This is an optimization exercise on Yosys and OpenROAD, whose aim is small area, not a production implementation. RTL that was checked went through simulation tests only; none was proved equivalent to the original. Function not checked in run 3: the RTL went through the layout flow alone. Power figures rest on the tool's default switching activity, not on a simulated workload.

==> design.v <==
module avalonBus
(
	input wire clk,
	input wire n_rst,
	input wire slave_read,
	input wire slave_write,
	input wire [31:0] slave_writedata,
	input wire [31:0] slave_addr,
	output reg [31:0] slave_readdata,
	input wire [31:0] master_readdata,
	output reg master_read,
	output reg master_write,
	output reg [31:0] master_addr,
	output reg [31:0] master_writedata,
	output reg sobel_complete
);
function automatic [31:0] add32(input [31:0] x, input [31:0] y, input ci);
	integer i;
	reg c;
	begin
		c = ci;
		for (i = 0; i < 32; i = i + 1) begin
			add32[i] = x[i] ^ y[i] ^ c;
			c = (x[i] & y[i]) | (c & (x[i] ^ y[i]));
		end
	end
endfunction
localparam [1:0] S_IDLE = 2'd0, S_READ = 2'd1, S_WRITE = 2'd2;
reg [1:0] s_state;
reg [31:0] start_q, end_q;
reg start_set, end_set;
wire [31:0] startpixel = start_set ? start_q : 32'd0;
wire [31:0] endpixel = end_set ? end_q : 32'd0;
reg status, control;
wire a_hi0 = (slave_addr[31:3] == 29'd0);
wire a1 = a_hi0 && slave_addr[2:0] == 3'd1;
wire a2 = a_hi0 && slave_addr[2:0] == 3'd2;
wire a3 = a_hi0 && slave_addr[2:0] == 3'd3;
wire a4 = a_hi0 && slave_addr[2:0] == 3'd4;
always_ff @(posedge clk, negedge n_rst) begin
	if (!n_rst) begin
		s_state <= S_IDLE;
		start_set <= 1'b0;
		end_set <= 1'b0;
		status <= 1'b0;
		control <= 1'b0;
	end else begin
		case (s_state)
		S_IDLE: begin
			if (slave_write && (a1 || a2 || a4)) s_state <= S_WRITE;
			else if (slave_read && a3) s_state <= S_READ;
			else if (slave_write && a3) s_state <= S_WRITE;
		end
		S_READ: if (!(slave_read && a3)) s_state <= S_IDLE;
		default: s_state <= S_IDLE;
		endcase
		if (s_state == S_WRITE) begin
			if (a1) start_set <= 1'b1;
			if (a2) end_set <= 1'b1;
			if (a3) status <= slave_writedata[0];
			if (a4) control <= slave_writedata[0];
		end
	end
end
always_ff @(posedge clk) begin
	if (s_state == S_WRITE && a1) start_q <= slave_writedata;
	if (s_state == S_WRITE && a2) end_q <= slave_writedata;
end
always_comb begin
	slave_readdata = 32'd0;
	slave_readdata[0] = (s_state == S_READ) && a3 && status;
end
localparam [3:0] C_IDLE = 4'd0, C_GPA = 4'd1, C_FETCH = 4'd2, C_PREWAIT = 4'd3,
	C_STORE = 4'd4, C_GRAY = 4'd5, C_WAIT2 = 4'd6, C_GSM = 4'd7, C_CHKOUT = 4'd8,
	C_STOREOUT = 4'd9, C_CHKDONE = 4'd10, C_DONE = 4'd11, C_ENDDONE = 4'd12;
reg [3:0] c_state;
reg store_out_pix;
reg need_fill;
localparam [2:0] M_IDLE = 3'd0, M_READ = 3'd1, M_RD1 = 3'd2, M_RD2 = 3'd3, M_WRITE = 3'd4, M_WD = 3'd5;
reg [2:0] m_state;
wire data_ready = (m_state == M_RD2);
wire addr_done;
wire image_done;
wire gray_en;
wire gray_done;
wire compute_sobel;
wire fill;
wire sobel_pixel;
wire out_full, out_empty;
wire nx_pixel_en = (c_state == C_GPA);
wire read_enable = (c_state == C_FETCH) && addr_done;
wire store_en = (c_state == C_STORE) && data_ready;
wire get_matrix = (c_state == C_WAIT2);
wire out_en = ((c_state == C_CHKOUT) && !out_full) || ((c_state == C_STOREOUT) && out_empty);
wire write_out_enable = ((c_state == C_CHKOUT) && out_full) || ((c_state == C_DONE) && !out_empty)
	|| ((c_state == C_ENDDONE) && out_empty);
wire img_done = ((c_state == C_DONE) && out_empty) || (c_state == C_ENDDONE);
always_comb sobel_complete = img_done;
always_ff @(posedge clk, negedge n_rst) begin
	if (!n_rst) begin
		c_state <= C_IDLE;
		store_out_pix <= 1'b0;
		need_fill <= 1'b0;
	end else begin
		case (c_state)
		C_IDLE: if (control) c_state <= C_GPA;
		C_GPA: c_state <= C_FETCH;
		C_FETCH: if (addr_done) c_state <= C_PREWAIT;
		C_PREWAIT: c_state <= C_STORE;
		C_STORE: if (data_ready) c_state <= gray_en ? C_GRAY : C_GPA;
		C_GRAY: if (gray_done) c_state <= C_WAIT2;
		C_WAIT2: begin
			need_fill <= fill;
			c_state <= compute_sobel ? C_GSM : C_GPA;
		end
		C_GSM: c_state <= C_CHKOUT;
		C_CHKOUT: begin
			store_out_pix <= sobel_pixel;
			c_state <= out_full ? C_STOREOUT : C_CHKDONE;
		end
		C_STOREOUT: if (out_empty) c_state <= C_CHKDONE;
		C_CHKDONE: begin
			if (image_done) c_state <= C_DONE;
			else if (need_fill) c_state <= C_GPA;
			else c_state <= C_WAIT2;
		end
		C_DONE: c_state <= C_ENDDONE;
		default: c_state <= C_ENDDONE;
		endcase
	end
end
always_ff @(posedge clk, negedge n_rst) begin
	if (!n_rst) m_state <= M_IDLE;
	else begin
		case (m_state)
		M_IDLE: if (read_enable) m_state <= M_READ; else if (write_out_enable) m_state <= M_WRITE;
		M_READ: m_state <= M_RD1;
		M_RD1: m_state <= M_RD2;
		M_WRITE: m_state <= M_WD;
		default: m_state <= M_IDLE;
		endcase
	end
end
wire [31:0] calc_address;
wire [31:0] write_addr;
wire [31:0] out_pixel;
wire m_rd = (m_state == M_READ) || (m_state == M_RD1) || (m_state == M_RD2);
wire m_wr = (m_state == M_WRITE) || (m_state == M_WD);
always_comb begin
	master_read = (m_state == M_READ) || (m_state == M_RD1);
	master_write = m_wr;
	master_addr = m_rd ? calc_address : (m_wr ? write_addr : 32'd0);
	master_writedata = m_wr ? out_pixel : 32'd0;
end
localparam [4:0] W_IDLE = 5'd0, W_CALC1 = 5'd1, W_CALC2 = 5'd2, W_CALC3 = 5'd3, W_INCDEC = 5'd4,
	W_NR1 = 5'd5, W_NR2 = 5'd6, W_INCROW = 5'd7, W_DONE = 5'd8,
	W_DONE1 = 5'd17, W_DONE2 = 5'd18, W_DONE3 = 5'd19, W_DONEINCDEC = 5'd20,
	W_DONEN1 = 5'd21, W_DONEN2 = 5'd22, W_DONEINCROW = 5'd23, W_ENDDONE = 5'd24;
reg [4:0] w_state;
reg [7:0] col_cnt;
reg [8:0] row_cnt;
reg [1:0] matrix_cnt;
reg [31:0] calc_q;
reg w_edge;
reg w_incdec;
reg w_adp;
reg get_addr;
wire w_is_done = w_state[4];
assign addr_done = w_is_done || ((w_state == W_IDLE) && w_adp);
assign image_done = (w_state == W_ENDDONE) || (w_state == W_DONE);
reg next_edge;
always_comb begin
	next_edge = w_edge;
	if (w_state == W_IDLE && nx_pixel_en && w_edge) next_edge = 1'b0;
	if (w_state == W_INCDEC && !w_adp) begin
		if (!w_incdec && col_cnt == 8'd159) next_edge = 1'b1;
		if (w_incdec && col_cnt == 8'd0) next_edge = 1'b1;
	end
end
wire trig = nx_pixel_en || get_addr;
wire upd = !w_adp && (((w_state == W_CALC1 || w_state == W_NR1) && trig) ||
	((w_state == W_CALC2 || w_state == W_CALC3 || w_state == W_NR2) && nx_pixel_en));
wire m0 = (matrix_cnt == 2'd0);
wire first = (w_state == W_CALC1) && m0;
wire big = m0 && (w_state == W_CALC2 || w_state == W_CALC3 || w_state == W_NR1);
wire [31:0] row15 = add32({19'd0, row_cnt, 4'd0}, ~{23'd0, row_cnt}, 1'b1);
wire [31:0] col3 = add32({23'd0, col_cnt, 1'b0}, {24'd0, col_cnt}, 1'b0);
wire [31:0] offs_w = add32({14'd0, row15[12:0], 5'd0}, {22'd0, col3[9:0]}, 1'b0);
wire [17:0] offs = offs_w[17:0];
wire [17:0] incv = big ? ((w_state == W_NR1 && w_incdec) ? 18'd475 : 18'd478) : 18'd1;
wire [31:0] add_a = first ? startpixel : calc_q;
wire [17:0] add_b = first ? offs : incv;
wire [31:0] add_s;   
assign calc_address = calc_q;
always_ff @(posedge clk) if (upd) calc_q <= add_s;
always_ff @(posedge clk, negedge n_rst) begin
	if (!n_rst) begin
		w_state <= W_IDLE;
		col_cnt <= 8'd0;
		row_cnt <= 9'd0;
		matrix_cnt <= 2'd0;
		w_edge <= 1'b0;
		w_incdec <= 1'b0;
		w_adp <= 1'b0;
		get_addr <= 1'b0;
	end else begin
		w_adp <= addr_done;
		w_edge <= next_edge;
		if (upd) begin
			matrix_cnt <= (matrix_cnt == 2'd2) ? 2'd0 : matrix_cnt + 2'd1;
		end
		case (w_state)
		W_IDLE: begin
			if (nx_pixel_en) begin
				w_state <= w_edge ? W_NR1 : W_CALC1;
				get_addr <= 1'b1;
			end else get_addr <= 1'b0;
		end
		W_CALC1: if (upd) begin
			get_addr <= 1'b0;
			w_state <= (matrix_cnt == 2'd2) ? W_DONE2 : W_DONE1;
		end
		W_CALC2: if (upd) w_state <= (matrix_cnt == 2'd2) ? W_DONE3 : W_DONE2;
		W_CALC3: if (upd) begin
			if (row_cnt == 9'd477 && col_cnt == 8'd0 && matrix_cnt == 2'd2) w_state <= W_ENDDONE;
			else w_state <= (matrix_cnt == 2'd2) ? W_DONEINCDEC : W_DONE3;
		end
		W_NR1: if (upd) begin
			get_addr <= 1'b0;
			w_state <= (matrix_cnt == 2'd2) ? W_DONEN2 : W_DONEN1;
		end
		W_NR2: if (upd) w_state <= (matrix_cnt == 2'd2) ? W_DONEINCROW : W_DONEN2;
		W_INCDEC: if (!w_adp) begin
			w_state <= W_IDLE;
			if (!w_incdec) begin
				if (col_cnt == 8'd159) begin col_cnt <= 8'd157; w_incdec <= 1'b1; end
				else col_cnt <= col_cnt + 8'd1;
			end else begin
				if (col_cnt == 8'd0) begin col_cnt <= 8'd2; w_incdec <= 1'b0; end
				else col_cnt <= col_cnt - 8'd1;
			end
		end
		W_INCROW: if (!w_adp) begin
			row_cnt <= row_cnt + 9'd1;
			w_state <= W_IDLE;
		end
		default: w_state[4] <= 1'b0;
		endcase
	end
end
reg [1:0] word_ph;        
reg [7:0] carry;          
reg [2:0] g_cnt;          
assign gray_en = store_en && (word_ph == 2'd2);
assign gray_done = (g_cnt == 3'd5);
wire [31:0] rw = master_readdata;
reg [5:0] gx_r, gx_g;
reg [3:0] gx_b;
always_comb begin
	case (word_ph)
	2'd0: begin gx_r = rw[31:26]; gx_g = rw[23:18]; gx_b = rw[15:12]; end
	2'd1: begin gx_r = carry[5:0]; gx_g = rw[31:26]; gx_b = rw[23:20]; end
	default: begin gx_r = rw[23:18]; gx_g = rw[15:10]; gx_b = rw[7:4]; end
	endcase
end
wire [31:0] g3 = add32({25'd0, gx_g, 1'b0}, {26'd0, gx_g}, 1'b0);
wire [31:0] grb = add32({26'd0, gx_r}, {28'd0, gx_b}, 1'b0);
wire [31:0] gsw = add32({24'd0, g3[7:0]}, {25'd0, grb[6:0]}, 1'b0);
wire [8:0] gsum = gsw[8:0];
wire [7:0] gray_a = gsum[8] ? 8'hFF : gsum[7:0];
wire [31:0] csw = add32({24'd0, carry}, {28'd0, rw[31:28]}, 1'b0);
wire [8:0] csum = csw[8:0];
wire [7:0] gray_c = csum[8] ? 8'hFF : csum[7:0];
wire [31:0] p3 = add32({25'd0, rw[7:2], 1'b0}, {26'd0, rw[7:2]}, 1'b0);
wire [31:0] p1w = add32({24'd0, p3[7:0]}, {26'd0, rw[15:10]}, 1'b0);
wire [7:0] p1 = p1w[7:0];
always_ff @(posedge clk, negedge n_rst) begin
	if (!n_rst) begin
		word_ph <= 2'd0;
		g_cnt <= 3'd0;
	end else begin
		if (store_en) word_ph <= (word_ph == 2'd2) ? 2'd0 : word_ph + 2'd1;
		if (g_cnt == 3'd5) g_cnt <= 3'd0;
		else if (g_cnt != 3'd0 || gray_en) g_cnt <= g_cnt + 3'd1;
	end
end
always_ff @(posedge clk) begin
	if (store_en) begin
		if (word_ph == 2'd0) carry <= {2'b00, rw[7:2]};
		else if (word_ph == 2'd1) carry <= p1;
	end
end
localparam [3:0] B_IDLE = 4'd0, B_FILL1 = 4'd1, B_FILL2 = 4'd2, B_FILL3 = 4'd3, B_FILL4 = 4'd4,
	B_FILL5 = 4'd5, B_FILL6 = 4'd6, B_INC = 4'd7, B_DEC = 4'd8, B_SHIFT = 4'd9, B_SHIFTC = 4'd10;
reg [3:0] b_state;
reg [2:0] counter;
reg shift_en, b_incdec, edge_found, shift_done;
wire cs_prev = (c_state == C_GSM);
reg cs;
reg fill_r;
reg [3:0] b_next;
reg [2:0] n_counter;
reg n_shift_en, n_incdec, n_edge_found, n_shift_done;
assign compute_sobel = cs;
assign fill = fill_r;
always_comb begin
	b_next = b_state;
	cs = cs_prev;
	n_counter = counter;
	n_shift_en = shift_en;
	n_incdec = b_incdec;
	n_edge_found = edge_found;
	n_shift_done = shift_done;
	fill_r = 1'b0;
	case (b_state)
	B_IDLE: b_next = B_FILL1;
	B_FILL1: begin
		cs = 1'b0;
		if (gray_done) b_next = B_FILL2;
	end
	B_FILL2: if (gray_done) b_next = B_FILL3;
	B_FILL3: if (gray_done) begin
		if (b_incdec && !shift_en) b_next = B_INC;
		else if (!b_incdec && !shift_en) b_next = B_DEC;
		else b_next = B_FILL6;
		if (next_edge) n_edge_found = 1'b1;
	end
	B_INC: begin
		if (cs_prev) cs = 1'b0;
		else if (get_matrix) begin
			cs = 1'b1;
			n_counter = counter + 3'd1;
			if (n_counter == 3'd1 && !shift_done) begin fill_r = 1'b1; b_next = B_FILL4; end
			else if (n_counter == 3'd5 && !edge_found) begin fill_r = 1'b1; b_next = B_FILL1; end
			else if (n_counter == 3'd5 && edge_found) begin n_edge_found = 1'b0; b_next = B_SHIFT; end
			else if (shift_done) n_shift_done = 1'b0;
		end
	end
	B_FILL4: begin
		cs = 1'b0;
		if (gray_done) b_next = B_FILL5;
	end
	B_FILL5: if (gray_done) b_next = B_FILL6;
	B_FILL6: if (gray_done) begin
		if (shift_en) begin n_shift_en = 1'b0; b_next = B_SHIFTC; end
		if (next_edge) n_edge_found = 1'b1;
		if (b_incdec && !shift_en) b_next = B_INC;
		else if (!b_incdec && !shift_en) b_next = B_DEC;
	end
	B_SHIFTC: begin
		cs = 1'b1;
		n_shift_done = 1'b1;
		b_next = b_incdec ? B_INC : B_DEC;
	end
	B_DEC: begin
		if (cs_prev) cs = 1'b0;
		else if (get_matrix) begin
			cs = 1'b1;
			n_counter = counter - 3'd1;
			if (n_counter == 3'd4 && !shift_done) begin fill_r = 1'b1; b_next = B_FILL1; end
			else if (n_counter == 3'd0 && !next_edge) begin fill_r = 1'b1; b_next = B_FILL4; end
			else if (n_counter == 3'd0 && next_edge) begin b_next = B_SHIFT; n_edge_found = 1'b0; end
			else if (shift_done) n_shift_done = 1'b0;
		end
	end
	B_SHIFT: begin
		cs = 1'b0;
		n_shift_en = 1'b1;
		fill_r = 1'b1;
		b_next = B_FILL3;
		n_incdec = !b_incdec;
	end
	default: ;
	endcase
end
always_ff @(posedge clk, negedge n_rst) begin
	if (!n_rst) begin
		b_state <= B_IDLE;
		counter <= 3'd0;
		shift_en <= 1'b0;
		b_incdec <= 1'b1;
		edge_found <= 1'b0;
		shift_done <= 1'b0;
	end else begin
		b_state <= b_next;
		counter <= n_counter;
		shift_en <= n_shift_en;
		b_incdec <= n_incdec;
		edge_found <= n_edge_found;
		shift_done <= n_shift_done;
	end
end
wire [2:0][7:0][7:0] cb;
reg [1:0] rot;
wire sv_q = (c_state == C_CHKOUT) && shift_en;
wire [1:0] rot_dec = (rot == 2'd0) ? 2'd2 : rot - 2'd1;
wire fill_hi = (b_state == B_FILL1) || (b_state == B_FILL2) || (b_state == B_FILL3);
wire fill_lo = (b_state == B_FILL4) || (b_state == B_FILL5) || (b_state == B_FILL6);
wire [2:0] fill_row;
assign fill_row[2] = (b_state == B_FILL1) || (b_state == B_FILL4);
assign fill_row[1] = (b_state == B_FILL2) || (b_state == B_FILL5);
assign fill_row[0] = (b_state == B_FILL3) || (b_state == B_FILL6);
wire do_shift = (b_state == B_SHIFT);
always_ff @(posedge clk, negedge n_rst) begin
	if (!n_rst) begin
		rot <= 2'd0;
	end else begin
		if (sv_q) rot <= rot_dec;
	end
end
wire [2:0] fill_phys;
assign fill_phys[0] = (rot == 2'd0) ? fill_row[0] : (rot == 2'd1) ? fill_row[2] : fill_row[1];
assign fill_phys[1] = (rot == 2'd0) ? fill_row[1] : (rot == 2'd1) ? fill_row[0] : fill_row[2];
assign fill_phys[2] = (rot == 2'd0) ? fill_row[2] : (rot == 2'd1) ? fill_row[1] : fill_row[0];
genvar gr, gc;
generate
for (gr = 0; gr < 3; gr = gr + 1) begin : g_row
	for (gc = 0; gc < 8; gc = gc + 1) begin : g_col
		wire half_ok = (gc >= 4) ? fill_hi : fill_lo;
		wire [1:0] ph = (gc % 4 == 3) ? 2'd0 : (gc % 4 == 2) ? 2'd1 : 2'd2;
		wire we = store_en && fill_phys[gr] && half_ok && (word_ph == ph);
		wire [7:0] din = (gc % 4 == 1) ? gray_c : gray_a;
		reg [7:0] px;
		always_ff @(posedge clk) begin
			if (we) px <= din;
		end
		assign cb[gr][gc] = px;
	end
end
endgenerate
wire j0 = (c_state == C_WAIT2);
wire j1 = (c_state == C_GSM);
wire j2 = !j0 && !j1;
wire [2:0] wcol = ~n_counter - {1'b0, j2, j1};
wire vs = (b_next == B_SHIFT) || (b_state == B_SHIFT) || sv_q;
wire [2:0] l2, l1, l0;
assign l2 = vs ? ((rot == 2'd0) ? 3'b010 : (rot == 2'd1) ? 3'b100 : 3'b001)
               : ((rot == 2'd0) ? 3'b100 : (rot == 2'd1) ? 3'b001 : 3'b010);
assign l0 = (rot == 2'd0) ? 3'b001 : (rot == 2'd1) ? 3'b010 : 3'b100;
assign l1 = vs ? l0 : ((rot == 2'd0) ? 3'b010 : (rot == 2'd1) ? 3'b100 : 3'b001);
wire [2:0][7:0] yq;
genvar gp;
generate
for (gp = 0; gp < 3; gp = gp + 1) begin : g_phys
	assign yq[gp] = cb[gp][wcol];
end
endgenerate
function automatic [7:0] pick(input [2:0] s, input [2:0][7:0] q);
	pick = ({8{s[0]}} & q[0]) | ({8{s[1]}} & q[1]) | ({8{s[2]}} & q[2]);
endfunction
wire [7:0] x2 = pick(l2, yq), x1 = pick(l1, yq), x0 = pick(l0, yq);
wire [31:0] aw = add32({24'd0, x2}, j1 ? ~{24'd0, x0} : {24'd0, x1}, j1);
wire [31:0] bw = add32({24'd0, x1}, {24'd0, x0}, 1'b0);
wire [10:0] ca = aw[10:0];
wire [10:0] cb2 = {2'b00, bw[8:0]};
wire [10:0] xu = j2 ? cb2 : ca;
wire [10:0] xv = j0 ? cb2 : ca;
wire nu = j2;
wire nv = !j0;
reg [10:0] acc_u, acc_v;
wire [31:0] su = add32({21'd0, j0 ? 11'd0 : acc_u}, {21'd0, xu ^ {11{nu}}}, nu);
wire [31:0] sv = add32({21'd0, j0 ? 11'd0 : acc_v}, {21'd0, xv ^ {11{nv}}}, nv);
always_ff @(posedge clk) begin
	acc_u <= su[10:0];
	acc_v <= sv[10:0];
end
function automatic outside63(input [10:0] x);
	outside63 = !((x[10:6] == 5'd0) || ((x[10:6] == 5'b11111) && (x[5:0] != 6'd0)));
endfunction
assign sobel_pixel = outside63(su[10:0]) || outside63(sv[10:0]);
localparam [2:0] O_IDLE = 3'd0, O_CHECK = 3'd1, O_FULL = 3'd2, O_WRITE = 3'd3, O_DONE = 3'd4;
reg [2:0] o_state;
reg [31:0] sr;
reg sr_pend, sr_bit;
reg [5:0] buffcnt;
reg [4:0] ccnt;
reg [8:0] rcnt;
reg [31:0] curr_addr;
wire full = (buffcnt == 6'd32);
wire nextcol = (ccnt == 5'd19);
wire odd = rcnt[0];
wire [31:0] r5 = add32({21'd0, rcnt, 2'b00}, {23'd0, rcnt}, 1'b0);
wire [31:0] evw = add32({20'd0, r5[11:0]}, {27'd0, ccnt}, 1'b0);
wire [31:0] odw = add32(32'd5, ~{27'd0, ccnt}, 1'b1);
wire [29:0] ob = odd ? odw[29:0] : {18'd0, evw[11:0]};
wire [31:0] oa = odd ? curr_addr : endpixel;
wire winsel = (c_state == C_GPA) || (c_state == C_FETCH);
wire [31:0] sh_a = winsel ? add_a : oa;
wire [31:0] sh_b = winsel ? {14'd0, add_b} : {ob, 2'b00};
wire [31:0] sh_s = add32(sh_a, sh_b, 1'b0);
assign add_s = sh_s;
wire [31:0] oadd_s = sh_s;
assign out_full = (o_state == O_FULL);
assign out_empty = (o_state == O_WRITE);
always_ff @(posedge clk, negedge n_rst) begin
	if (!n_rst) begin
		o_state <= O_IDLE;
		buffcnt <= 6'd0;
		ccnt <= 5'd0;
		rcnt <= 9'd0;
	end else begin
		case (o_state)
		O_IDLE: begin
			if (img_done) o_state <= O_DONE;
			else if (out_en) o_state <= O_CHECK;
		end
		O_CHECK: o_state <= full ? O_FULL : O_IDLE;
		O_FULL: if (write_out_enable) o_state <= O_WRITE;
		O_WRITE: o_state <= O_IDLE;
		default: ;
		endcase
		if (out_en) begin
			buffcnt <= full ? 6'd1 : buffcnt + 6'd1;
		end
		if (out_en && nextcol) ccnt <= 5'd0;
		else if (write_out_enable) ccnt <= nextcol ? 5'd1 : ccnt + 5'd1;
		if (nextcol) rcnt <= rcnt + 9'd1;
	end
end
always_ff @(posedge clk) begin
	sr_pend <= out_en;
	sr_bit <= (c_state == C_CHKOUT) ? sobel_pixel : store_out_pix;
	if (sr_pend) sr <= {sr_bit, sr[31:1]};
	if (write_out_enable && !img_done) curr_addr <= oadd_s;
end
wire in_wo = (o_state == O_WRITE);
reg wo_keep, wo_odd;
always_ff @(posedge clk) begin
	if (in_wo) begin
		wo_keep <= (ccnt <= 5'd18);
		wo_odd <= odd;
	end
end
wire [31:0] obase = sr;
wire okeep = in_wo ? (ccnt <= 5'd18) : wo_keep;
wire oodd = in_wo ? odd : wo_odd;
reg [31:0] opix;
always_comb begin
	if (o_state == O_DONE) opix = 32'd1;
	else if (okeep) opix = obase;
	else if (!oodd) opix = {obase[31:2], 2'b00};
	else opix = {2'b00, obase[29:0]};
end
assign out_pixel = opix;
assign write_addr = img_done ? 32'd4 : curr_addr;
endmodule
==> flow/run.sh <==
#!/bin/bash
# The standard layout (standard.sh, standard synthesis unchanged), with:
#  - port buffers made from the smallest buffer cell (buf_1);
#  - a clock tree of clkbuf_4 in clusters of at most 10 sinks, without dummy loads;
#  - the synthesized tie cell kept as one cell (no per-load tie cells).
# make's full output goes to standard_flow.log; ORFS keeps each step's log under orfs/logs.
set -euo pipefail
bash standard.sh "BUFFER_PORTS_ARGS=-buffer_cell sky130_fd_sc_hd__buf_1" \
  "CTS_ARGS=-sink_clustering_enable -repair_clock_nets -dont_use_dummy_load -buf_list sky130_fd_sc_hd__clkbuf_4 -sink_clustering_size 10 -sink_clustering_max_diameter 40" \
  SKIP_REPAIR_TIE_FANOUT=1 finish > standard_flow.log 2>&1
==> standard.sh <==
#!/bin/bash
# synth_recipe.tcl (not shown) runs the flow's synth.tcl, then flattens the netlist and writes it again
# the make line also repeats each setting of config.mk as NAME=value (left out here)
make -C /OpenROAD-flow-scripts/flow DESIGN_CONFIG=/design/flow/config.mk WORK_HOME=/design/flow/orfs CLKGATE_MAP_FILE= SYNTH_SCRIPT=/design/flow/synth_recipe.tcl "${@:-finish}"
==> config.mk <==
export PLATFORM = sky130hd
export DESIGN_NAME = avalonBus
export DESIGN_NICKNAME = avalonBus
export VERILOG_FILES = /design/flow/design.v
export SDC_FILE = /design/flow/constraint.sdc
export NUM_CORES = 4
export LEC_CHECK = 0
export CAP_MARGIN = 0
export CORE_MARGIN = 2
export CORE_UTILIZATION = 40
export PLACE_DENSITY = 0.6
export SLEW_MARGIN = 0
==> constraint.sdc <==
create_clock -name core_clock -period 12.0 [get_ports {clk}]
set_input_delay 2.4000 -clock core_clock [delete_from_list [all_inputs] [get_ports {clk}]]
set_output_delay 2.4000 -clock core_clock [all_outputs]
set_load 0.01 [all_outputs]
==> metrics.md, run 1 <==
| Metric | Value |
|---|---|
| Status | `complete, no violations` |
| Slowest CP cell | `fa_2` |
| Drt first pass iters | `5` |
| Final setup vio count | `0` |
| WP data required | `approximately 13 ns` |
| Reg clk slew, reported paths | `~0.10 ns` |
| WP data arrival | `approximately 12 ns` |
| Top routing layer used | `met4` |
| Starting Density | `0.405` |
| Combinational share of power | `0.055` |
| Pwr/cell area | `101 mW/mm^2` |
| HP Class | `reg -> reg` |
| Drt total wl | `slightly above 60 mm` |
| Max clock buf depth | `3` |
| Cell area after synthesis | `between 0.02 and 0.03 sq mm` |
| Max-slew violation count | `0` |
| Avg Cell Area, Syn | `approximately 12 sq um` |
| CP startpoint kind | `register` |
| Leak pwr | `just over 10 nW` |
| Worst R2R Path Depth | `between 40 and 50` |
| Die H | `around 260 um` |
| P&R area growth vs syn | `9.22%` |
| Final worst path period need | `between 10 and 15 ns` |
| Io pins | `between 150 and 200` |
| DP Worst Slack | `-0.452 ns` |
| Via total after detailed routing | `16800` |
| Worst-margin pin slew | `0.969 ns` |
| Setup_tns | `0 ns` |
| Internal power | `0.00215 W` |
| WL/cell | `19.7 um` |
| Initial antenna violation count | `2` |
| Core Area | `approximately 0.063 sq mm` |
| Largest net degree at the start of global routing | `58` |
| Wl on met1 | `between 20 and 30 mm` |
| Final net count | `approximately 2500` |
| Most common cell after layout, fill and taps aside | `edfxtp_1` |
| Global placement routability congestion | `about 0.84` |
| Post-synthesis sequential area ratio | `0.525` |
| WL met2 | `between 20 and 30 mm` |
| CTS Hold Bufs | `0` |
| Yosys cell types | `88` |
| Syn Inst Count | `about 2000` |
| Asr flop ratio synth | `0.179` |
| CTS tree | `built` |
| CTS Root Buffer Type | `clkbuf_4` |
| DRC viols | `0` |
| Final hold violations | `0` |
| Worst Hold End | `sr[5]` |
| Reg2reg setup slack | `between 0.2 and 0.3 ns` |
| Syn_nets | `2345` |
| Avg Vias per Cell | `~5.5` |
| Worst Clk Skew | `~0.13 ns` |
| Clk sinks | `470` |
| NetSw | `approximately 0.00066 W` |
| GR Util All Layers | `0.185` |
| Final WS setup | `about 0.25 ns` |
| Worst slew margin | `0.351` |
| Worst setup EP type | `register` |
| Crit path top cell by count | `fa_2` |
| Max VDD drop | `0.0733 mV` |
| Die area | `around 0.066 sq mm` |
| Crit path kind | `reg -> reg` |
| Fraction of layout cells with a size suffix above 1 | `0.142` |
| Worst hold stages | `0` |
| Main synth FF type | `edfxtp_1` |
| Worst path max stage delay | `0.53 ns` |
| Routed Antenna Nets | `0` |
| Port Buffers | `159` |
| Overflow after GRT | `0` |
| FF-to-FF End | `calc_q[31]` |
| H-tree levels | `3` |
| Sw frac | `0.235` |
| Power, Total | `0.00281 W` |
| Post-synth EDFFs | `360` |
| Global-route wire length before repair | `96.4 mm` |
| Crit. Startpoint | `col_cnt[0]` |
| Fmax | `roughly 85 MHz` |
| DR WL met3 | `between 3 and 4 mm` |
| RSZ-0062 raised after global routing | `true` |
| YS warnings | `1` |
| Max-cap violations | `0` |
| Hold_sp | `sr[6]` |
| Crit-path max FO | `2` |
| Most frequent cells in the layout | `360 x edfxtp_1, 190 x nand2_1, 158 x buf_1, 156 x inv_1, 99 x nor2_1` |
| R2r startpoint | `col_cnt[0]` |
| Initial DRC count | `between 1000 and 1500` |
| TritonCTS Buffers | `79` |
| Period utilization | `0.979` |
| Rows | `92` |
| Worst-Skew Late Latency | `~0.87 ns` |
| DP Wirelength | `41.8 mm` |
| Clock power frac | `0.298` |
| #FFs+latches synth | `470` |
| Die Wd | `257 um` |
| Vias in the first global route | `~17000` |
| Sequential fraction of design power | `0.646` |
==> repair_timing <==
action,CTS,global route
endpoints found under the setup margin,4,4
pin swaps,8,13
resized for setup,21,23
buffers inserted,0,1
==> per-stage QoR <==
stage                     hold slack [ns]  area (sq um)   util  cells
after floorplan                     0.386         25700      -   2054
after global placement              0.427         27200  0.431   2996
after detailed placement            0.426         27200  0.431   2996
after CTS                           0.432         27800  0.441   3075
after global routing                0.433         27900  0.443   3084
final                               0.423         27900  0.443   3084
==> cell type report <==
class	instances	area, sq um
Antenna cell	7	17.5
Clock buffer	79	593
Fill cell	5861	35200
Inverter	160	601
Multi-Input combinational cell	1290	11100
Sequential cell	470	13400
Tap cell	846	1060
Timing Repair Buffer	232	1150
==> metal layers <==
| layer | global-route usage | vias up |
|---|---|---|
| met2 | 0.316 | 506 |
| li1 | - | 7803 |
| met1 | 0.241 | 8398 |
| met3 | 0.0323 | 122 |
| met4 | 0.0585 | 0 |
| met5 | 0 | - |
==> worst max path at each step <==
stage / to / slack, ns
finish: calc_q[31] / 0.25
global route: calc_q[31] / -0.06
CTS: calc_q[31] / 0.002
detailed placement: curr_addr[31] / -0.45
global placement: calc_q[31] / -0.35
floorplan: calc_q[31] / 0.02
==> critical path, delay by kind of cell (launching register included) <==
kind / cells / cell delay [ns]
AOI/OAI and AO/OA: 2 / 0.26
xor gates and xnor gates: 2 / 0.35
adders and majority gates: 32 / 10.22
buffers and inverters: 5 / 0.32
DFF: 1 / 0.35
==> kinds of logic after synthesis <==
family	synth area share
other	0.000147
muxes	0.0753
and+or+nand+nor	0.106
AOI/OAI and AO/OA	0.101
DFF	0.525
adders and majority gates	0.128
xor gates and xnor gates	0.0137
buffers and inverters	0.0512
==> power by group through the flow <==
stage          registers (W)  logic [W]  clock network [W]
2_1_floorplan        0.00185  0.0000873                  0
3_3_place_gp         0.00185   0.000149                  0
3_5_place_dp         0.00185   0.000161                  0
4_1_cts              0.00182   0.000161           0.000877
5_1_grt              0.00182   0.000178           0.000939
6_report             0.00181   0.000156           0.000838
==> flip-flops by register name, summed over array words and instances, names as in the netlist, 4 cells and up <==
name and flops:
acc_u 11, col_cnt 8, buffcnt 6, c_state 4, start_q 32, g_row.g_col.px 192, carry 8, row_cnt 9
ccnt 5, rcnt 9, curr_addr 32, b_state 4, calc_q 32, sr 32, end_q 32, acc_v 11
w_state 5
==> cells in the mapped netlist (11+ instances only) <==
cell	instances	share of area
nor2b_1	26	0.0064
mux4_2	48	0.042
buf_4	34	0.010
clkbuf_1	83	0.012
dfrtp_1	83	0.081
fa_1	116	0.091
mux2_2	11	0.0048
inv_1	157	0.023
a21oi_1	80	0.016
and2_1	36	0.0088
a31o_2	23	0.0079
nor4_1	18	0.0044
edfxtp_1	360	0.42
nor2_1	102	0.015
nand2_1	191	0.028
dfxtp_1	26	0.020
a221oi_1	36	0.012
a31oi_1	24	0.0059
mux2i_1	72	0.028
nand3_1	55	0.011
a22o_1	32	0.011
o21ai_0	95	0.019
nand2b_1	32	0.0078
a22oi_1	15	0.0044
nand4_1	17	0.0042
nor3_1	27	0.0053
ha_1	75	0.037
xnor2_1	28	0.0096
==> run 2, diff against run 1 <==
--- a/config.mk
+++ b/config.mk
@@ -7,6 +7,6 @@
 export LEC_CHECK = 0
 export CAP_MARGIN = 0
 export CORE_MARGIN = 2
-export CORE_UTILIZATION = 40
-export PLACE_DENSITY = 0.6
+export CORE_UTILIZATION = 55
+export PLACE_DENSITY = 0.75
 export SLEW_MARGIN = 0
==> metrics.md, run 2 <==
| Metric | Value |
|---|---|
| Port Buffers | `159 (unchanged)` |
| Status | `complete, no violations (unchanged)` |
| Final worst path period need | `11.73 ns (was 11.75 ns)` |
| Worst slew margin | `0.227 (was 0.351)` |
| Cell area after synthesis | `0.0256 sq mm (unchanged)` |
| Worst path max stage delay | `0.50 ns (was 0.53 ns)` |
| Starting Density | `0.553 (was 0.405)` |
| Cell Count, Final, Fillers Out | `2835 (was 3084)` |
| Most frequent cells in the layout | `360 x edfxtp_1, 189 x nand2_1, 158 x buf_1, 156 x inv_1, 99 x nor2_1 (was 360 x edfxtp_1, 190 x nand2_1, 158 x buf_1, 156 x inv_1, 99 x nor2_1)` |
| Period utilization | `0.977 (was 0.979)` |
| CTS Root Buffer Type | `clkbuf_4 (unchanged)` |
| Avg Cell Area, Syn | `12.4 sq um (unchanged)` |
| Max clock buf depth | `3 (unchanged)` |
| Yosys cell types | `88 (unchanged)` |
| Initial antenna violation count | `3 (was 2)` |
| Most common cell after layout, fill and taps aside | `edfxtp_1 (unchanged)` |
| Synth top cells by count | `360 x edfxtp_1, 191 x nand2_1, 157 x inv_1 (unchanged)` |
| Vias in the first global route | `17500 (was 17300)` |
| H-tree levels | `3 (unchanged)` |
| GR Util All Layers | `0.250 (was 0.185)` |
| Global placement routability congestion | `0.913 (was 0.844)` |
| Drt total wl | `58.6 mm (was 60.7 mm)` |
| Asr flop ratio synth | `0.179 (unchanged)` |
| P&R area growth vs syn | `7.75% (was 9.22%)` |
| Max reg flops | `192 (unchanged)` |
| Final net count | `2515 (was 2524)` |
| Crit path kind | `reg -> reg (unchanged)` |
| Syn_nets | `2345 (unchanged)` |
| Most flop-heavy register | `g_row.g_col.px (unchanged)` |
| Post-synth EDFFs | `360 (unchanged)` |
| Max-slew violation count | `0 (unchanged)` |
| WP data required | `12.56 ns (was 12.60 ns)` |
| Routed Antenna Nets | `0 (unchanged)` |
| Crit path top cell by count | `fa_2 (unchanged)` |
| Reg clk slew, reported paths | `0.10 ns (about the same)` |
| CTS Hold Bufs | `0 (unchanged)` |
| Synth area leader | `edfxtp_1 (unchanged)` |
| Die area | `0.0482 sq mm (was 0.0660 sq mm)` |
| Die Wd | `220 um (was 257 um)` |
| Global-route wire length before repair | `93.4 mm (was 96.4 mm)` |
| CP startpoint kind | `register (unchanged)` |
| Placed Instance Area | `0.0269 sq mm (was 0.0272 sq mm)` |
| Clk sinks | `470 (unchanged)` |
| Worst setup EP type | `register (unchanged)` |
| #FFs+latches synth | `470 (unchanged)` |
| Largest net degree at the start of global routing | `47 (was 58)` |
| Crit-path max FO | `2 (unchanged)` |
| WP data arrival | `12.29 ns (was 12.35 ns)` |
| Max-cap violations | `0 (unchanged)` |
| Worst-margin pin slew | `1.16 ns (was 0.969 ns)` |
| Io pins | `199 (unchanged)` |
| TritonCTS Buffers | `70 (was 79)` |
| Post-layout util | `0.596 (was 0.443)` |
| Overflow after GRT | `0 (unchanged)` |
| Avg Vias per Cell | `5.98 (was 5.46)` |
| DRC viols | `0 (unchanged)` |
| Syn Inst Count | `2054 (unchanged)` |
| Final setup vio count | `0 (unchanged)` |
| Main synth FF type | `edfxtp_1 (unchanged)` |
| Core Area | `0.0463 sq mm (was 0.0631 sq mm)` |
| Drt first pass iters | `5 (unchanged)` |
| Rows | `79 (was 92)` |
| Fmax | `85.3 MHz (was 85.1 MHz)` |
| Initial DRC count | `1372 (was 1283)` |
| Post-synthesis sequential area ratio | `0.525 (unchanged)` |
| Area contributors post-synth | `edfxtp_1 42%, fa_1 9.1%, dfrtp_1 8.1% (unchanged)` |
| Cell with the most instances after synthesis | `edfxtp_1 (unchanged)` |
| Die H | `220 um (was 257 um)` |
| Slowest CP cell | `fa_1 (was fa_2)` |
| Fraction of layout cells with a size suffix above 1 | `0.138 (was 0.142)` |
| Final hold violations | `0 (unchanged)` |
| Hold slack | `0.445 ns (was 0.423 ns)` |
| WL/cell | `20.7 um (was 19.7 um)` |
| DP Wirelength | `41.5 mm (was 41.8 mm)` |
| Worst-Skew Late Latency | `0.82 ns (was 0.87 ns)` |
| Dpl cells | `2758 (was 2996)` |
| Via total after detailed routing | `16900 (was 16800)` |
| Leak pwr | `10.2 nW (was 10.3 nW)` |
| Worst Clk Skew | `0.0949 ns (was 0.134 ns)` |
| HP Class | `reg -> reg (unchanged)` |
| Pwr/cell area | `99.6 mW/mm^2 (was 101 mW/mm^2)` |
| CTS tree | `built (unchanged)` |
| Max VDD drop | `0.102 mV (was 0.0733 mV)` |
| Final non-filler cell area | `0.0276 sq mm (was 0.0279 sq mm)` |
| YS warnings | `1 (unchanged)` |
| Area fraction of the dominant cell type after synthesis | `0.423 (unchanged)` |
[run 2: cell counts after synthesis]
Identical to the previous run, type by type.
[run 2: kinds of logic (layout without fill, tap and decap cells)]
| logic type | Yosys count | after routing | share of synthesized area |
|---|---|---|---|
| flip-flops | 470 | 470 | 0.525 |
| AO/OA/AOI/OAI | 380 | 380 | 0.101 |
| adder cells (fa/ha/maj) | 191 | 191 | 0.128 |
| AND/OR/NAND/NOR | 550 | 550 | 0.106 |
| XOR/XNOR | 37 | 37 | 0.0137 |
| multiplexers | 131 | 131 | 0.0753 |
| buffers and inverters | 294 | 462 | 0.0512 |
| other | 1 | 7 | 0.000147 |
[run 2: worst paths after layout]
| path | end | cells after the start | slack (ns) | start |
|---|---|---|---|---|
| max | curr_addr[31] | 41 | 0.27 | col_cnt[0] |
| min | sr[23] | 0 | 0.44 | sr[24] |
| max reg2reg | curr_addr[31] | 41 | 0.27 | col_cnt[0] |
| min reg2reg | sr[23] | 0 | 0.44 | sr[24] |
| max in group asynchronous | buffcnt[1] | 2 | 9.25 | n_rst |
| min in group asynchronous | row_cnt[3] | 1 | 1.63 | n_rst |
[run 2: worst max-delay path: cells and delay by family, from the launching register on]
| kind | cells | cell delay [ns] |
|---|---|---|
| adders and majority gates | 32 | 10.23 |
| and+or+nand+nor | 1 | 0.09 |
| buffers and inverters | 4 | 0.23 |
| AOI/OAI and AO/OA | 2 | 0.26 |
| xor gates and xnor gates | 2 | 0.36 |
| DFF | 1 | 0.35 |
[run 2: repair_timing]
item / in CTS / in global routing
pin swaps: 2 / 2
buffers inserted: 0 / 1
resized for setup: 19 / 19
cloned: 0 / 0
setup endpoints to repair: 4 / 4
hold endpoints to repair: 0 / 0
[run 2: power by group]
| group | internal (W) | switching [W] | total, W |
|---|---|---|---|
| Sequential | 0.00181 | 0.000000000000338 | 0.00181 |
| Combinational | 0.0000333 | 0.000119 | 0.000152 |
| Clock | 0.000269 | 0.000508 | 0.000777 |
[run 2: area by class of cell]
type / instances / area [sq um]
tap: 607 / 759
clock buffer: 70 / 526
multi-input combinational: 1290 / 11100
sequential: 470 / 13400
inverter: 160 / 601
timing repair buffer: 232 / 1150
fill: 3602 / 18700
antenna: 6 / 15.0
[run 2: metrics by stage]
stage	setup slack, ns	total power, W	setup TNS, ns
2_1_floorplan	0.0195	0.00194	0
3_3_place_gp	-0.267	0.00199	-0.567
3_5_place_dp	-0.362	0.00201	-0.925
4_1_cts	0.0208	0.00277	0
5_1_grt	-0.0164	0.00285	-0.0325
6_report	0.272	0.00274	0
[run 2: routing by layer]
layer / vias up / track usage / wire (um)
met2: 639 / 0.423 / 29000
met3: 121 / 0.0443 / 3590
met1: 8413 / 0.323 / 24000
met5: - / 0 / 0
li1: 7773 / - / -
met4: 0 / 0.0966 / 1990
==> run 3, diff against run 2 <==
--- a/design.v
+++ b/design.v
@@ -157,8 +157,8 @@
 	W_DONE1 = 5'd17, W_DONE2 = 5'd18, W_DONE3 = 5'd19, W_DONEINCDEC = 5'd20,
 	W_DONEN1 = 5'd21, W_DONEN2 = 5'd22, W_DONEINCROW = 5'd23, W_ENDDONE = 5'd24;
 reg [4:0] w_state;
-reg [7:0] col_cnt;
-reg [8:0] row_cnt;
+reg [8:0] col3;
+reg [12:0] row15;
 reg [1:0] matrix_cnt;
 reg [31:0] calc_q;
 reg w_edge;
@@ -173,8 +173,8 @@
 	next_edge = w_edge;
 	if (w_state == W_IDLE && nx_pixel_en && w_edge) next_edge = 1'b0;
 	if (w_state == W_INCDEC && !w_adp) begin
-		if (!w_incdec && col_cnt == 8'd159) next_edge = 1'b1;
-		if (w_incdec && col_cnt == 8'd0) next_edge = 1'b1;
+		if (!w_incdec && col3 == 9'd477) next_edge = 1'b1;
+		if (w_incdec && col3 == 9'd0) next_edge = 1'b1;
 	end
 end
 wire trig = nx_pixel_en || get_addr;
@@ -183,9 +183,9 @@
 wire m0 = (matrix_cnt == 2'd0);
 wire first = (w_state == W_CALC1) && m0;
 wire big = m0 && (w_state == W_CALC2 || w_state == W_CALC3 || w_state == W_NR1);
-wire [31:0] row15 = add32({19'd0, row_cnt, 4'd0}, ~{23'd0, row_cnt}, 1'b1);
-wire [31:0] col3 = add32({23'd0, col_cnt, 1'b0}, {24'd0, col_cnt}, 1'b0);
-wire [31:0] offs_w = add32({14'd0, row15[12:0], 5'd0}, {22'd0, col3[9:0]}, 1'b0);
+wire [31:0] offs_w = add32({14'd0, row15, 5'd0}, {23'd0, col3}, 1'b0);
+wire [31:0] col3_step = add32({23'd0, col3}, w_incdec ? 32'hFFFFFFFD : 32'd3, 1'b0);
+wire [31:0] row15_inc = add32({19'd0, row15}, 32'd15, 1'b0);
 wire [17:0] offs = offs_w[17:0];
 wire [17:0] incv = big ? ((w_state == W_NR1 && w_incdec) ? 18'd475 : 18'd478) : 18'd1;
 wire [31:0] add_a = first ? startpixel : calc_q;
@@ -196,8 +196,8 @@
 always_ff @(posedge clk, negedge n_rst) begin
 	if (!n_rst) begin
 		w_state <= W_IDLE;
-		col_cnt <= 8'd0;
-		row_cnt <= 9'd0;
+		col3 <= 9'd0;
+		row15 <= 13'd0;
 		matrix_cnt <= 2'd0;
 		w_edge <= 1'b0;
 		w_incdec <= 1'b0;
@@ -222,7 +222,7 @@
 		end
 		W_CALC2: if (upd) w_state <= (matrix_cnt == 2'd2) ? W_DONE3 : W_DONE2;
 		W_CALC3: if (upd) begin
-			if (row_cnt == 9'd477 && col_cnt == 8'd0 && matrix_cnt == 2'd2) w_state <= W_ENDDONE;
+			if (row15 == 13'd7155 && col3 == 9'd0 && matrix_cnt == 2'd2) w_state <= W_ENDDONE;
 			else w_state <= (matrix_cnt == 2'd2) ? W_DONEINCDEC : W_DONE3;
 		end
 		W_NR1: if (upd) begin
@@ -233,15 +233,15 @@
 		W_INCDEC: if (!w_adp) begin
 			w_state <= W_IDLE;
 			if (!w_incdec) begin
-				if (col_cnt == 8'd159) begin col_cnt <= 8'd157; w_incdec <= 1'b1; end
-				else col_cnt <= col_cnt + 8'd1;
+				if (col3 == 9'd477) begin col3 <= 9'd471; w_incdec <= 1'b1; end
+				else col3 <= col3_step[8:0];
 			end else begin
-				if (col_cnt == 8'd0) begin col_cnt <= 8'd2; w_incdec <= 1'b0; end
-				else col_cnt <= col_cnt - 8'd1;
+				if (col3 == 9'd0) begin col3 <= 9'd6; w_incdec <= 1'b0; end
+				else col3 <= col3_step[8:0];
 			end
 		end
 		W_INCROW: if (!w_adp) begin
-			row_cnt <= row_cnt + 9'd1;
+			row15 <= row15_inc[12:0];
 			w_state <= W_IDLE;
 		end
 		default: w_state[4] <= 1'b0;
--- a/config.mk
+++ b/config.mk
@@ -7,6 +7,6 @@
 export LEC_CHECK = 0
 export CAP_MARGIN = 0
 export CORE_MARGIN = 2
-export CORE_UTILIZATION = 55
-export PLACE_DENSITY = 0.75
+export CORE_UTILIZATION = 40
+export PLACE_DENSITY = 0.6
 export SLEW_MARGIN = 0
==> metrics.md, run 3 <==
| Metric | Value |
|---|---|
| DP Wirelength | `42.4 mm (was 41.5 mm)` |
| Worst setup EP type | `register (unchanged)` |
| Crit-path max FO | `5 (was 2)` |
| Die Wd | `256 um (was 220 um)` |
| Avg Vias per Cell | `5.50 (was 5.98)` |
| Final setup vio count | `0 (unchanged)` |
| Clock power frac | `0.296 (was 0.283)` |
| Crit path kind | `reg -> reg (unchanged)` |
| Global placement routability congestion | `0.838 (was 0.913)` |
| Most flop-heavy register | `g_row.g_col.px (unchanged)` |
| Fmax | `86.0 MHz (was 85.3 MHz)` |
| Syn_nets | `2317 (was 2345)` |
| Sw frac | `0.231 (was 0.229)` |
| Combinational share of power | `0.052 (was 0.056)` |
| Main synth FF type | `edfxtp_1 (unchanged)` |
| Area fraction of the dominant cell type after synthesis | `0.426 (was 0.423)` |
| CP startpoint kind | `register (unchanged)` |
| YS warnings | `1 (unchanged)` |
| Yosys cell types | `92 (was 88)` |
| Initial antenna violation count | `5 (was 3)` |
| Worst R2R Path Depth | `41 (unchanged)` |
| Hold slack | `0.382 ns (was 0.445 ns)` |
| WP data arrival | `12.21 ns (was 12.29 ns)` |
| Worst path max stage delay | `0.43 ns (was 0.50 ns)` |
| Io pins | `199 (unchanged)` |
| Pwr/cell area | `102 mW/mm^2 (was 99.6 mW/mm^2)` |
| DRC viols | `0 (unchanged)` |
| Final net count | `2483 (was 2515)` |
| Final non-filler cell area | `0.0276 sq mm (about the same)` |
| Cell Count, Final, Fillers Out | `3060 (was 2835)` |
| Die area | `0.0655 sq mm (was 0.0482 sq mm)` |
| Worst-margin pin slew | `1.06 ns (was 1.16 ns)` |
| Cell area after synthesis | `0.0254 sq mm (was 0.0256 sq mm)` |
| Area contributors post-synth | `edfxtp_1 43%, fa_1 8.7%, dfrtp_1 8.7% (was edfxtp_1 42%, fa_1 9.1%, dfrtp_1 8.1%)` |
| Post-synthesis sequential area ratio | `0.534 (was 0.525)` |
| Worst-Skew Late Latency | `0.86 ns (was 0.82 ns)` |
| NetSw | `0.000650 W (was 0.000627 W)` |
| Syn Inst Count | `2044 (was 2054)` |
| WP data required | `12.59 ns (was 12.56 ns)` |
| Most common cell after layout, fill and taps aside | `edfxtp_1 (unchanged)` |
| #FFs+latches synth | `475 (was 470)` |
| Reg clk slew, reported paths | `0.08 ns (was 0.10 ns)` |
| Dpl cells | `2976 (was 2758)` |
| Fillers | `5817 (was 3602)` |
| Starting Density | `0.403 (was 0.553)` |
| Synth top cells by count | `360 x edfxtp_1, 202 x nand2_1, 148 x inv_1 (was 360 x edfxtp_1, 191 x nand2_1, 157 x inv_1)` |
| P&R area growth vs syn | `8.73% (was 7.75%)` |
| Period utilization | `0.969 (was 0.977)` |
| Asr flop ratio synth | `0.187 (was 0.179)` |
| Max VDD drop | `0.0901 mV (was 0.102 mV)` |
| Max-cap violations | `0 (unchanged)` |
| Clk sinks | `475 (was 470)` |
| Crit path top cell by count | `fa_2 (unchanged)` |
| Rows | `92 (was 79)` |
| Vias in the first global route | `17500 (about the same)` |
| Fraction of layout cells with a size suffix above 1 | `0.139 (was 0.138)` |
| Max reg flops | `192 (unchanged)` |
| Worst slew margin | `0.294 (was 0.227)` |
| WL/cell | `19.9 um (was 20.7 um)` |
| Sequential fraction of design power | `0.651 (was 0.661)` |
| Most frequent cells in the layout | `360 x edfxtp_1, 202 x nand2_1, 158 x buf_1, 148 x inv_1, 110 x nor2_1 (was 360 x edfxtp_1, 189 x nand2_1, 158 x buf_1, 156 x inv_1, 99 x nor2_1)` |
| Final hold violations | `0 (unchanged)` |
| Post-layout util | `0.439 (was 0.596)` |
| Via total after detailed routing | `16800 (was 16900)` |
| Core Area | `0.0630 sq mm (was 0.0463 sq mm)` |
| Post-synth EDFFs | `360 (unchanged)` |
| Die H | `256 um (was 220 um)` |
| Worst Clk Skew | `0.122 ns (was 0.0949 ns)` |
| Synth area leader | `edfxtp_1 (unchanged)` |
| TritonCTS Buffers | `78 (was 70)` |
| CTS Root Buffer Type | `clkbuf_4 (unchanged)` |
| Cell with the most instances after synthesis | `edfxtp_1 (unchanged)` |
| Overflow after GRT | `0 (unchanged)` |
| CTS tree | `built (unchanged)` |
| Worst hold stages | `0 (unchanged)` |
| Placed Instance Area | `0.0270 sq mm (was 0.0269 sq mm)` |
| Max clock buf depth | `3 (unchanged)` |
| RSZ-0062 raised after global routing | `false` |
| Port Buffers | `159 (unchanged)` |
| Final worst path period need | `11.62 ns (was 11.73 ns)` |
| Global-route wire length before repair | `96.5 mm (was 93.4 mm)` |
| Routed Antenna Nets | `0 (unchanged)` |
| Leak pwr | `10.3 nW (was 10.2 nW)` |
| Drt total wl | `60.9 mm (was 58.6 mm)` |
| Status | `complete, no violations (unchanged)` |
| Largest net degree at the start of global routing | `68 (was 47)` |
| GR Util All Layers | `0.186 (was 0.250)` |
| HP Class | `reg -> reg (unchanged)` |
| Initial DRC count | `1245 (was 1372)` |
| Drt first pass iters | `7 (was 5)` |
| Avg Cell Area, Syn | `12.4 sq um (about the same)` |
| H-tree levels | `3 (unchanged)` |
| Slowest CP cell | `fa_2 (was fa_1)` |
| Max-slew violation count | `0 (unchanged)` |
| Internal power | `0.00216 W (was 0.00212 W)` |
## run 3: final cells by class
class | count | area, sq um | area share
diodes | 6 | 15.0 | 0.000544
clock buffers | 78 | 586 | 0.0212
inverters | 149 | 559 | 0.0202
multi-input cells | 1280 | 10700 | 0.389
flip-flops and latches | 475 | 13600 | 0.491
well taps | 846 | 1060 | 0.0383
repair buffers | 226 | 1100 | 0.0400
## run 3: kinds of logic (layout without fill, tap and decap cells)
| group | count (synthesis) | count (layout) | synth area share |
|---|---|---|---|
| other | 1 | 7 | 0.000148 |
| xor gates and xnor gates | 27 | 27 | 0.00931 |
| AOI/OAI and AO/OA | 389 | 389 | 0.108 |
| buffers and inverters | 289 | 453 | 0.0501 |
| adders and majority gates | 173 | 173 | 0.118 |
| DFF | 475 | 475 | 0.534 |
| muxes | 122 | 122 | 0.0725 |
| and+or+nand+nor | 568 | 568 | 0.109 |
## run 3: power groups by stage
stage	registers, W	clock network, W	logic [W]
6_report	0.00183	0.000833	0.000147
5_1_grt	0.00183	0.000932	0.000172
3_5_place_dp	0.00187	0	0.000153
4_1_cts	0.00183	0.000868	0.000153
3_3_place_gp	0.00187	0	0.000143
2_1_floorplan	0.00187	0	0.0000875
## run 3: path summary, 6_finish.rpt
path	from	endpoint	slack [ns]
min	sr[25]	sr[24]	0.38
min in group asynchronous	n_rst	rcnt[7]	1.48
min reg2reg	sr[25]	sr[24]	0.38
max reg2reg	c_state[0]	calc_q[31]	0.38
max	c_state[0]	calc_q[31]	0.38
max in group asynchronous	n_rst	store_out_pix	9.19
## run 3: through the flow
step           TNS, ns  power, W  setup slack [ns]
5_1_grt              0   0.00294            0.0227
4_1_cts              0   0.00285            0.0357
6_report             0   0.00281             0.377
3_5_place_dp    -0.895   0.00202            -0.334
3_3_place_gp    -0.557   0.00201            -0.249
2_1_floorplan        0   0.00195        0.00000888
## run 3: repair_timing
| item | 4_1_cts | 5_1_grt |
|---|---|---|
| hold buffers | 0 | 0 |
| pin swaps | 2 | 5 |
| buffers inserted | 0 | 0 |
| resized for setup | 7 | 14 |
| gates cloned | 0 | 0 |
| setup endpoints to repair | 4 | 4 |
## run 3: worst max-delay path: cells and delay by family, from the launching register on
kind	cells	cell delay, ns
adders and majority gates	31	9.50
and+or+nand+nor	3	0.74
DFF	1	0.39
xor gates and xnor gates	2	0.35
AOI/OAI and AO/OA	2	0.25
buffers and inverters	3	0.19
## run 3: metal layers
| layer | track usage | routed length [um] |
|---|---|---|
| met1 | 0.237 | 25600 |
| met2 | 0.313 | 29800 |
| met3 | 0.0326 | 2930 |
| met4 | 0.0789 | 2520 |
| met5 | 0 | 0 |
==> run 4, diff against run 3 <==
--- a/design.v
+++ b/design.v
@@ -474,12 +474,13 @@
 reg sr_pend, sr_bit;
 reg [5:0] buffcnt;
 reg [4:0] ccnt;
-reg [8:0] rcnt;
+reg [11:0] rcnt5;    
 reg [31:0] curr_addr;
 wire full = (buffcnt == 6'd32);
 wire nextcol = (ccnt == 5'd19);
-wire odd = rcnt[0];
-wire [31:0] r5 = add32({21'd0, rcnt, 2'b00}, {23'd0, rcnt}, 1'b0);
+wire odd = rcnt5[0];
+wire [11:0] r5 = rcnt5;
+wire [31:0] r5_inc = add32({20'd0, rcnt5}, 32'd5, 1'b0);
 wire [31:0] evw = add32({20'd0, r5[11:0]}, {27'd0, ccnt}, 1'b0);
 wire [31:0] odw = add32(32'd5, ~{27'd0, ccnt}, 1'b1);
 wire [29:0] ob = odd ? odw[29:0] : {18'd0, evw[11:0]};
@@ -497,7 +498,7 @@
 		o_state <= O_IDLE;
 		buffcnt <= 6'd0;
 		ccnt <= 5'd0;
-		rcnt <= 9'd0;
+		rcnt5 <= 12'd0;
 	end else begin
 		case (o_state)
 		O_IDLE: begin
@@ -514,7 +515,7 @@
 		end
 		if (out_en && nextcol) ccnt <= 5'd0;
 		else if (write_out_enable) ccnt <= nextcol ? 5'd1 : ccnt + 5'd1;
-		if (nextcol) rcnt <= rcnt + 9'd1;
+		if (nextcol) rcnt5 <= r5_inc[11:0];
 	end
 end
 always_ff @(posedge clk) begin
--- a/config.mk
+++ b/config.mk
@@ -7,6 +7,6 @@
 export LEC_CHECK = 0
 export CAP_MARGIN = 0
 export CORE_MARGIN = 2
-export CORE_UTILIZATION = 40
-export PLACE_DENSITY = 0.6
+export CORE_UTILIZATION = 55
+export PLACE_DENSITY = 0.75
 export SLEW_MARGIN = 0
==> metrics.md, run 4 <==
| Metric | Value |
|---|---|
| DRC viols | `0 (unchanged)` |
| Yosys cell types | `85 (was 92)` |
| Worst-Skew Late Latency | `0.82 ns (was 0.86 ns)` |
| Area contributors post-synth | `edfxtp_1 43%, dfrtp_1 9.1%, fa_1 8.3% (was edfxtp_1 43%, fa_1 8.7%, dfrtp_1 8.7%)` |
| Final WS setup | `0.216 ns (was 0.377 ns)` |
| Drt total wl | `55.8 mm (was 60.9 mm)` |
| Initial antenna violation count | `2 (was 5)` |
| Worst R2R Path Depth | `41 (unchanged)` |
| Slowest CP cell | `or3_4 (was fa_2)` |
| DP Wirelength | `39.8 mm (was 42.4 mm)` |
| CTS Root Buffer Type | `clkbuf_4 (unchanged)` |
| Die H | `218 um (was 256 um)` |
| Final hold violations | `0 (unchanged)` |
| Clk sinks | `478 (was 475)` |
| Cell Count, Final, Fillers Out | `2749 (was 3060)` |
| Final setup vio count | `0 (unchanged)` |
| Fraction of layout cells with a size suffix above 1 | `0.142 (was 0.139)` |
| GR Util All Layers | `0.241 (was 0.186)` |
| Sequential fraction of design power | `0.662 (was 0.651)` |
| Dpl cells | `2671 (was 2976)` |
| CTS tree | `built (unchanged)` |
| Global-route wire length before repair | `88.7 mm (was 96.5 mm)` |
| HP Class | `reg -> reg (unchanged)` |
| Max-slew violation count | `0 (unchanged)` |
| Synth area leader | `edfxtp_1 (unchanged)` |
| Worst hold stages | `0 (unchanged)` |
| CP startpoint kind | `register (unchanged)` |
| Crit path kind | `reg -> reg (unchanged)` |
| Clock power frac | `0.283 (was 0.296)` |
| Pwr/cell area | `103 mW/mm^2 (was 102 mW/mm^2)` |
| Final worst path period need | `11.78 ns (was 11.62 ns)` |
| Worst path max stage delay | `0.40 ns (was 0.43 ns)` |
| H-tree levels | `3 (unchanged)` |
| Period utilization | `0.982 (was 0.969)` |
| Fillers | `3545 (was 5817)` |
| WP data arrival | `12.36 ns (was 12.21 ns)` |
| RSZ-0062 raised after global routing | `true (was false)` |
| Final non-filler cell area | `0.0269 sq mm (was 0.0276 sq mm)` |
| Most common cell after layout, fill and taps aside | `edfxtp_1 (unchanged)` |
| Die area | `0.0474 sq mm (was 0.0655 sq mm)` |
| Post-synthesis sequential area ratio | `0.543 (was 0.534)` |
| Crit-path max FO | `4 (was 5)` |
| CP bufs+invs | `3 (unchanged)` |
| Cell with the most instances after synthesis | `edfxtp_1 (unchanged)` |
| Vias in the first global route | `16600 (was 17500)` |
| Core Area | `0.0452 sq mm (was 0.0630 sq mm)` |
| Placed Instance Area | `0.0263 sq mm (was 0.0270 sq mm)` |
| Worst setup EP type | `register (unchanged)` |
| Avg Vias per Cell | `5.95 (was 5.50)` |
| Internal power | `0.00215 W (was 0.00216 W)` |
| Global placement routability congestion | `0.921 (was 0.838)` |
| Fmax | `84.9 MHz (was 86.0 MHz)` |
| CP Depth | `41 (unchanged)` |
| Syn_nets | `2267 (was 2317)` |
| Sw frac | `0.228 (was 0.231)` |
| Initial DRC count | `1481 (was 1245)` |
| Area fraction of the dominant cell type after synthesis | `0.431 (was 0.426)` |
| Via total after detailed routing | `16400 (was 16800)` |
| P&R area growth vs syn | `7.13% (was 8.73%)` |
| WP data required | `12.57 ns (was 12.59 ns)` |
| Max-cap violations | `0 (unchanged)` |
| Largest net degree at the start of global routing | `70 (was 68)` |
| Worst-margin pin slew | `0.982 ns (was 1.06 ns)` |
| Crit path top cell by count | `fa_2 (unchanged)` |
| Post-layout util | `0.595 (was 0.439)` |
| Most frequent cells in the layout | `360 x edfxtp_1, 213 x nand2_1, 158 x buf_1, 137 x inv_1, 99 x nor2_1 (was 360 x edfxtp_1, 202 x nand2_1, 158 x buf_1, 148 x inv_1, 110 x nor2_1)` |
| Setup_tns | `0 ns (unchanged)` |
| Cell area after synthesis | `0.0251 sq mm (was 0.0254 sq mm)` |
| Asr flop ratio synth | `0.192 (was 0.187)` |
| Routed Antenna Nets | `0 (unchanged)` |
| WL/cell | `20.3 um (was 19.9 um)` |
| Post-synth EDFFs | `360 (unchanged)` |
| Die Wd | `218 um (was 256 um)` |
| Status | `complete, no violations (unchanged)` |
| DP Worst Slack | `-0.366 ns (was -0.334 ns)` |
| Max clock buf depth | `3 (unchanged)` |
| Drt first pass iters | `6 (was 7)` |
| Avg Cell Area, Syn | `12.6 sq um (was 12.4 sq um)` |
| Combinational share of power | `0.055 (was 0.052)` |
| YS warnings | `1 (unchanged)` |
| Main synth FF type | `edfxtp_1 (unchanged)` |
| Io pins | `199 (unchanged)` |
| Starting Density | `0.555 (was 0.403)` |
| Overflow after GRT | `0 (unchanged)` |
| Worst slew margin | `0.328 (was 0.294)` |
| Reg clk slew, reported paths | `0.10 ns (was 0.08 ns)` |
| Syn Inst Count | `1994 (was 2044)` |
| #FFs+latches synth | `478 (was 475)` |
| TritonCTS Buffers | `71 (was 78)` |
| Rows | `78 (was 92)` |
| NetSw | `0.000634 W (was 0.000650 W)` |
| Max reg flops | `192 (unchanged)` |
| Worst Clk Skew | `0.107 ns (was 0.122 ns)` |
| CTS Hold Bufs | `0 (unchanged)` |
| Most flop-heavy register | `g_row.g_col.px (unchanged)` |
| CP top delay family | `adder cells (unchanged)` |
| Max VDD drop | `0.0972 mV (was 0.0901 mV)` |
| Synth top cells by count | `360 x edfxtp_1, 213 x nand2_1, 140 x inv_1 (was 360 x edfxtp_1, 202 x nand2_1, 148 x inv_1)` |
| Port Buffers | `159 (unchanged)` |
| Leak pwr | `10.1 nW (was 10.3 nW)` |
| Final net count | `2419 (was 2483)` |
[run 4: changes by cell type after synthesis, moves of 8 or more]
cell,previous run,this run
mux2i_1,58,27
a222oi_1,1,9
nor2_1,115,102
buf_2,5,17
inv_1,148,140
mux2_2,16,33
clkbuf_1,90,75
nand2_1,202,213
[run 4: cells by family after synthesis]
logic type / synth area share
flip-flops: 0.543
other: 0.000149
AO/OA/AOI/OAI: 0.102
XOR/XNOR: 0.00942
multiplexers: 0.0698
adder cells (fa/ha/maj): 0.118
buffers and inverters: 0.0490
AND/OR/NAND/NOR: 0.109
[run 4: cell type report]
type / count / area [sq um] / area share
clock buffers: 71 / 533 / 0.0198
multi-input cells: 1237 / 10400 / 0.387
inverters: 143 / 537 / 0.0200
flip-flops and latches: 478 / 13600 / 0.507
diodes: 5 / 12.5 / 0.000465
repair buffers: 215 / 1020 / 0.0381
well taps: 600 / 751 / 0.0279
[run 4: path summary, 6_finish.rpt]
check | from | end | slack, ns
max in group asynchronous | n_rst | s_state[1] | 9.15
max | w_state[4] | curr_addr[31] | 0.22
min | sr_bit | sr[31] | 0.40
min in group asynchronous | n_rst | ccnt[4] | 1.53
max reg2reg | w_state[4] | curr_addr[31] | 0.22
min reg2reg | sr_bit | sr[31] | 0.40
[run 4: routing by layer]
layer | share of wire | GRT usage | vias up
met5 | 0 | 0 | -
met4 | 0.027 | 0.0772 | 0
met3 | 0.064 | 0.0432 | 111
met2 | 0.50 | 0.409 | 639
met1 | 0.41 | 0.316 | 8082
li1 | - | - | 7535
[run 4: worst register-to-register path: cells and delay by family (launching register included)]
family | cells | cell delay, ns
compound gates | 1 | 0.19
xor+xnor | 2 | 0.31
fa+ha+maj | 31 | 9.55
buf+inv | 3 | 0.15
flops | 1 | 0.38
simple gates | 4 | 0.98
[run 4: repair_timing]
| action | CTS | global route |
|---|---|---|
| endpoints found under the setup margin | 4 | 4 |
| setup buffers | 1 | 1 |
| resized for setup | 8 | 18 |
| pin swaps | 2 | 2 |
[run 4: power groups by stage]
| stage | Clock (W) | Sequential (W) | Combinational (W) |
|---|---|---|---|
| 5_1_grt | 0.000869 | 0.00184 | 0.000177 |
| 6_report | 0.000788 | 0.00184 | 0.000152 |
| 3_5_place_dp | 0 | 0.00188 | 0.000156 |
| 2_1_floorplan | 0 | 0.00188 | 0.0000876 |
| 4_1_cts | 0.000811 | 0.00184 | 0.000155 |
| 3_3_place_gp | 0 | 0.00188 | 0.000146 |
[run 4: stage by stage]
step | hold WS (ns) | power (W)
floorplan | 0.386 | 0.00196
global placement | 0.425 | 0.00202
detailed placement | 0.412 | 0.00203
CTS | 0.391 | 0.00281
global route | 0.418 | 0.00289
finish | 0.401 | 0.00278

[what the ideal ports hide]
Ports are ideal in the flow. The routed layouts listed here were re-timed in OpenROAD. Step 1 (the two cells are an assumption about what drives the block):
set clk [get_ports {clk}]
set_driving_cell -lib_cell sky130_fd_sc_hd__clkbuf_16 $clk
set_driving_cell -lib_cell sky130_fd_sc_hd__buf_2 [delete_from_list [all_inputs] $clk]
Step 2, shift: input delay + t, output delay - t, t = (earliest + latest rising clock arrival at the registers) / 2. This alone moves slack from input paths to output paths. a / b / c = no drivers / after step 1 / after step 2; a / b = the first two.
run	shift t [ns]	slack for setup (ns)	worst hold slack (ns)	worst register clock-pin slew, ns	pins driven straight from the clock port
run 1	0.859	0.251 / 0.251 / 0.251	0.423 / 0.423 / 0.423	0.11 / 0.11	1
run 2	0.820	0.272 / 0.272 / 0.272	0.445 / 0.445 / 0.445	0.11 / 0.11	1
run 3	0.856	0.377 / 0.377 / 0.377	0.382 / 0.382 / 0.382	0.11 / 0.11	1
run 4	0.829	0.216 / 0.216 / 0.216	0.401 / 0.401 / 0.401	0.11 / 0.11	1
After both steps every run listed still meets setup and hold.
